Context: an optimization exercise on an open-source flow, tuned for small area, a short achievable clock period and few clock cycles. The choices shown serve that exercise and are no tape-out recipe. Where RTL was checked, it was by simulation tests only, not by an equivalence proof against the original. No activity file was given, so power comes from the tool's default toggle rates.

## garnet
==> flow/design.v (excerpt) <==
module seq_mult #(parameter n = 32)
				(input start, rst, clk,
				input [n-1:0] a, b,
				output valid,
				output [2*n-1:0] result);
Settings: LEC_CHECK=0, ABC_AREA=1, CAP_MARGIN=20, CORE_MARGIN=2, CORE_UTILIZATION=40, CTS_BUF_LIST=sky130_fd_sc_hd__clkbuf_8, SETUP_SLACK_MARGIN=1.3, SLEW_MARGIN=20, SYNTH_HIERARCHICAL=1; clock period 5.0 ns.
standard.sh (not shown) runs the stock make flow with config.mk's settings and CLKGATE_MAP_FILE= SYNTH_SCRIPT=/design/flow/synth_recipe.tcl, a recipe that flattens the netlist after the stock synthesis.
==> flow/flow/run.sh <==
#!/bin/bash
# The standard layout, with the port buffers made of buf_1 cells
# instead of the default clkdlybuf4s50_1. The make output goes to make.log.
set -euo pipefail
bash standard.sh "BUFFER_PORTS_ARGS=-buffer_cell sky130_fd_sc_hd__buf_1" finish > make.log 2>&1
garnet finished end to end and its layout was clean on timing, DRC and antenna.
Testbench counts of garnet, summed over its fixed seeds: cycles 8,000.
Setup changes, garnet to indigo
diff --git a/flow/config.mk b/flow/config.mk
--- a/flow/config.mk
+++ b/flow/config.mk
@@ -10,6 +10,5 @@
 export CORE_MARGIN = 2
 export CORE_UTILIZATION = 40
-export CTS_BUF_LIST = sky130_fd_sc_hd__clkbuf_8
-export SETUP_SLACK_MARGIN = 1.3
+export SETUP_SLACK_MARGIN = 1.45
 export SLEW_MARGIN = 20
 export SYNTH_HIERARCHICAL = 1
[summary]
indigo was carried through to the last stage, and its layout satisfied the timing, DRC and antenna checks. garnet has a lower proportion of cell area spent on the clock network than indigo. indigo — final worst-path setup slack 0.13 ns higher, garnet as reference. Against garnet, final critical-path required period in indigo came out better. As far as area after synthesis goes, indigo and garnet are indistinguishable; the numbers are identical. indigo ends up with a multi-input logic portion of the cell area that is 0.99 points lower than in garnet. Min non-clock buffer count across garnet and indigo: garnet. Worst hold margin: indigo < garnet. Diff garnet -> indigo: total number of vias moved up, sequential power level. Min number of clock buffers in the layout across garnet and indigo: garnet.
> inputs changed (indigo -> fjord)
diff --git a/flow/config.mk b/flow/config.mk
--- a/flow/config.mk
+++ b/flow/config.mk
@@ -6,9 +6,8 @@
 export NUM_CORES = 4
 export LEC_CHECK = 0
-export ABC_AREA = 1
 export CAP_MARGIN = 20
 export CORE_MARGIN = 2
 export CORE_UTILIZATION = 40
-export SETUP_SLACK_MARGIN = 1.45
+export SETUP_SLACK_MARGIN = 1.3
 export SLEW_MARGIN = 20
 export SYNTH_HIERARCHICAL = 1
Notes after the runs:
- fjord: done, clean on timing, DRC and antenna
- Across both runs, global-route wire length before repair was lower for fjord than for indigo.
- The most frequent standard cell in the layout excluding fill and tap cells comes out nand2_1 in one run and fa_1 in the other, namely in indigo and fjord respectively.
- Worst slack at placement sits lower in fjord than in indigo.
- Looking at launch point of the worst path, the run result is from indigo; the cl[0] one comes from fjord.
- Compared with indigo, fjord shows via count that has gone down by more than 10%.
- Changes observed in fjord relative to indigo: area growth from synthesis to final layout now sits higher; cell area after layout now sits higher.
- Higher effective utilization at floorplan was reported by indigo, not fjord.
- fjord against indigo; post-route non-filler standard cell count is down by more than 10%.
- Row combinational fraction of design power: fjord higher / indigo lower
- NOTE instance area at placement indigo->fjord decreased by a few percent
diff inputs: fjord => yarrow
diff --git a/flow/config.mk b/flow/config.mk
--- a/flow/config.mk
+++ b/flow/config.mk
@@ -6,7 +6,9 @@
 export NUM_CORES = 4
 export LEC_CHECK = 0
+export ABC_AREA = 1
 export CAP_MARGIN = 20
 export CORE_MARGIN = 2
 export CORE_UTILIZATION = 40
+export PLACE_DENSITY = 0.75
 export SETUP_SLACK_MARGIN = 1.3
 export SLEW_MARGIN = 20
==> results.txt <==
yarrow: full flow OK, the timing, DRC and antenna checks passed. fjord reports its endpoint of the worst setup timing path as result[62] while yarrow reports hc[18]. Area overhead of the layout relative to synthesis, yarrow and fjord, lower one = yarrow. Status: insertion delay to the later sink of the worst-skew pair parity (fjord, yarrow). Comparing yarrow and fjord, final period utilization is higher on fjord. In the reports for yarrow and fjord, the larger maximum frequency belongs to yarrow. [diff] worst max-slew margin expressed relative to the limit, yarrow relative to fjord: improvement. yarrow — wire length on met1 0.92% higher, fjord as reference. Going from fjord to yarrow, wire length of the first global-routing pass climbed 15%, H-tree depth reported by CTS barely changed. yarrow vs. fjord: worst hold margin has decreased; first-iteration DRC count has increased.
Here is what was changed in the inputs of willow compared with yarrow.
diff --git a/flow/config.mk b/flow/config.mk
--- a/flow/config.mk
+++ b/flow/config.mk
@@ -9,6 +9,5 @@
 export CAP_MARGIN = 20
 export CORE_MARGIN = 2
-export CORE_UTILIZATION = 40
-export PLACE_DENSITY = 0.75
+export CORE_UTILIZATION = 55
 export SETUP_SLACK_MARGIN = 1.3
 export SLEW_MARGIN = 20
Notes after the runs:
- yarrow went all the way through the flow, and no timing, DRC or antenna check failed.
- Per the final summary, willow finished and its layout is clean on timing, DRC and antenna.
- Relative to yarrow, final worst-path cycle share decreased by 0.60 points in willow.
- In willow relative to yarrow, die area had gone down by more than a quarter.
- Total length of routed wires, willow vs yarrow: down by a few percent
- On global-route met3 utilization: between willow and yarrow, it ends up higher for willow.
- Of willow and yarrow, the run reporting the lower headroom to the max-slew limit was willow.
- As far as share of total power in combinational logic is concerned, willow and yarrow perform about the same.
- willow against yarrow: layout buffer count excluding clock buffers went up about 7.5%; post-layout instance area went down 0.67%; floorplan row count went down 10; routed wire length on met3 went down 560 microns.
> inputs changed (willow -> pepper)
diff --git a/flow/config.mk b/flow/config.mk
--- a/flow/config.mk
+++ b/flow/config.mk
@@ -9,5 +9,5 @@
 export CAP_MARGIN = 20
 export CORE_MARGIN = 2
-export CORE_UTILIZATION = 55
+export CORE_UTILIZATION = 40
 export SETUP_SLACK_MARGIN = 1.3
 export SLEW_MARGIN = 20
==> comparison <==
Compared with willow, in pepper first-pass GRT wire length +2500 microns, sequential share of layout area did not really move, post-cts sizing count now smaller, critical path depth now larger, final net count moved down.
Looking at average wire per cell in the routed design across willow and pepper, the one that comes out higher is pepper.

Another version of the RTL of seq_mult (not shown whole).
For scale: about 1500 cells after synthesis, about 160 flip-flops, roughly 130 I/O pins, roughly 14000 um^2 of cells after synthesis.
==> flow/design.v (excerpt) <==
module seq_mult #(parameter n = 32)
				(input start, rst, clk,
				input [n-1:0] a, b,
				output valid,
				output [2*n-1:0] result);
export LEC_CHECK = 0
export CAP_MARGIN = 20
export CORE_MARGIN = 2
export CORE_UTILIZATION = 40
export SLEW_MARGIN = 20
create_clock -name core_clock -period 5.0 [get_ports {clk}]
Scripts as last shown in full above: flow/flow/run.sh
Testbench counts at the start, summed over its fixed seeds: cycles 9,600.
Rerun with:
- SETUP_SLACK_MARGIN: not set -> 1.0
What happened: Routed wire length goes up by a few percent; die area is unchanged; hold slack is about the same; sequential cell count stays the same; non-clock buffer count goes up by 26; global-route usage rose by 0.65 points; worst setup slack improves by 420 ps.
Rerun with:
- SETUP_SLACK_MARGIN: 1.0 -> 1.5
First-iteration DRC count came out higher by 7.9%.
Global-route usage came out higher by 0.31 points.
Register-to-register slack gets better by 140 ps.
Clock skew stays flat.
Rerun with:
- CORE_UTILIZATION: 40 -> 65
- SETUP_SLACK_MARGIN: 1.5 -> not set
=>
- The changed run went through all stages and came out clean
- first-iteration DRC count came out higher by about 14%
- cell count came out lower by about 12%
- die area came out lower by 38%
- hold slack improved by 3.1 ps
- routed wire length came out lower by 10%
- register-to-register slack got worse by 330 ps

== PW ==
seq_mult, a different RTL version from the one above (not shown whole).
For scale: ~160 flip-flops, roughly 14000 sq um of cells after synthesis.
Settings: LEC_CHECK=0, CAP_MARGIN=20, CORE_MARGIN=2, CORE_UTILIZATION=40, CTS_BUF_LIST=sky130_fd_sc_hd__clkbuf_8, SETUP_SLACK_MARGIN=1.0, SLEW_MARGIN=20; clock period 5.0 ns.
Scripts as last shown in full above: flow/flow/run.sh
PW finished all stages; the layout is clean.
For TR, these inputs were changed with respect to PW:
Settings: CTS_BUF_LIST: sky130_fd_sc_hd__clkbuf_8 -> unset; ABC_AREA: unset -> 1.
### Flow results
Delay contributed by the slowest stage of the critical path is higher on TR. Going from PW to TR, power shrinks by 7.4%. [TR vs PW] number of cells in the finished layout apart from fillers: higher in TR.
No run of this note included a check of the RTL's function; only the layout flow was run.

[afterwards: timing with drivers on the ports]
How much do the figures lean on ideal ports? The routed layouts below were timed once more, with nothing changed but the port constraints.
Step 1 sets driving cells, clkbuf_16 on the clock port and buf_2 on the other inputs (assumed; they add their load-dependent delay and slew).
Step 2 adds t to the input delays and takes it off the output delays; t is the mean of the earliest and latest rising clock arrival at the registers after step 1. Input paths then give back, and output paths get back, about the clock's delay inside the block.
Slacks: ideal ports / drivers / drivers and shift; pairs: ideal ports / drivers.
run	t (ns)	setup slack, ns	hold WS [ns]	worst setup path after step 2
garnet	0.532	1.383 / 1.365 / 0.910	0.461 / 0.461 / 0.461	input to register
indigo	0.490	1.512 / 1.486 / 1.068	0.458 / 0.458 / 0.458	input to register
fjord	0.481	0.850 / 0.799 / 0.960	0.462 / 0.462 / 0.462	input to register
yarrow	0.490	1.377 / 1.377 / 0.975	0.456 / 0.456 / 0.456	input to register
willow	0.481	1.407 / 1.395 / 1.025	0.457 / 0.457 / 0.457	input to register
pepper	0.494	1.426 / 1.401 / 0.973	0.454 / 0.454 / 0.454	input to register
the first run of note 2	0.508	0.539 / 0.489 / 0.998	0.490 / 0.490 / 0.490	register to output
the second run of note 2	0.511	0.962 / 0.910 / 1.421	0.489 / 0.490 / 0.490	register to output
the third run of note 2	0.508	0.830 / 0.780 / 1.288	0.483 / 0.483 / 0.483	register to output
the fourth run of note 2	0.500	0.440 / 0.389 / 0.889	0.486 / 0.486 / 0.486	register to output
PW	0.536	0.942 / 0.893 / 0.631	0.482 / 0.482 / 0.482	input to register
TR	0.497	1.190 / 1.206 / 0.708	0.446 / 0.446 / 0.446	input to register
After both steps every run listed still meets setup and hold. The setup slack of TR, which loses most, moves by +0.016 ns with the drivers and by -0.482 ns with both steps.
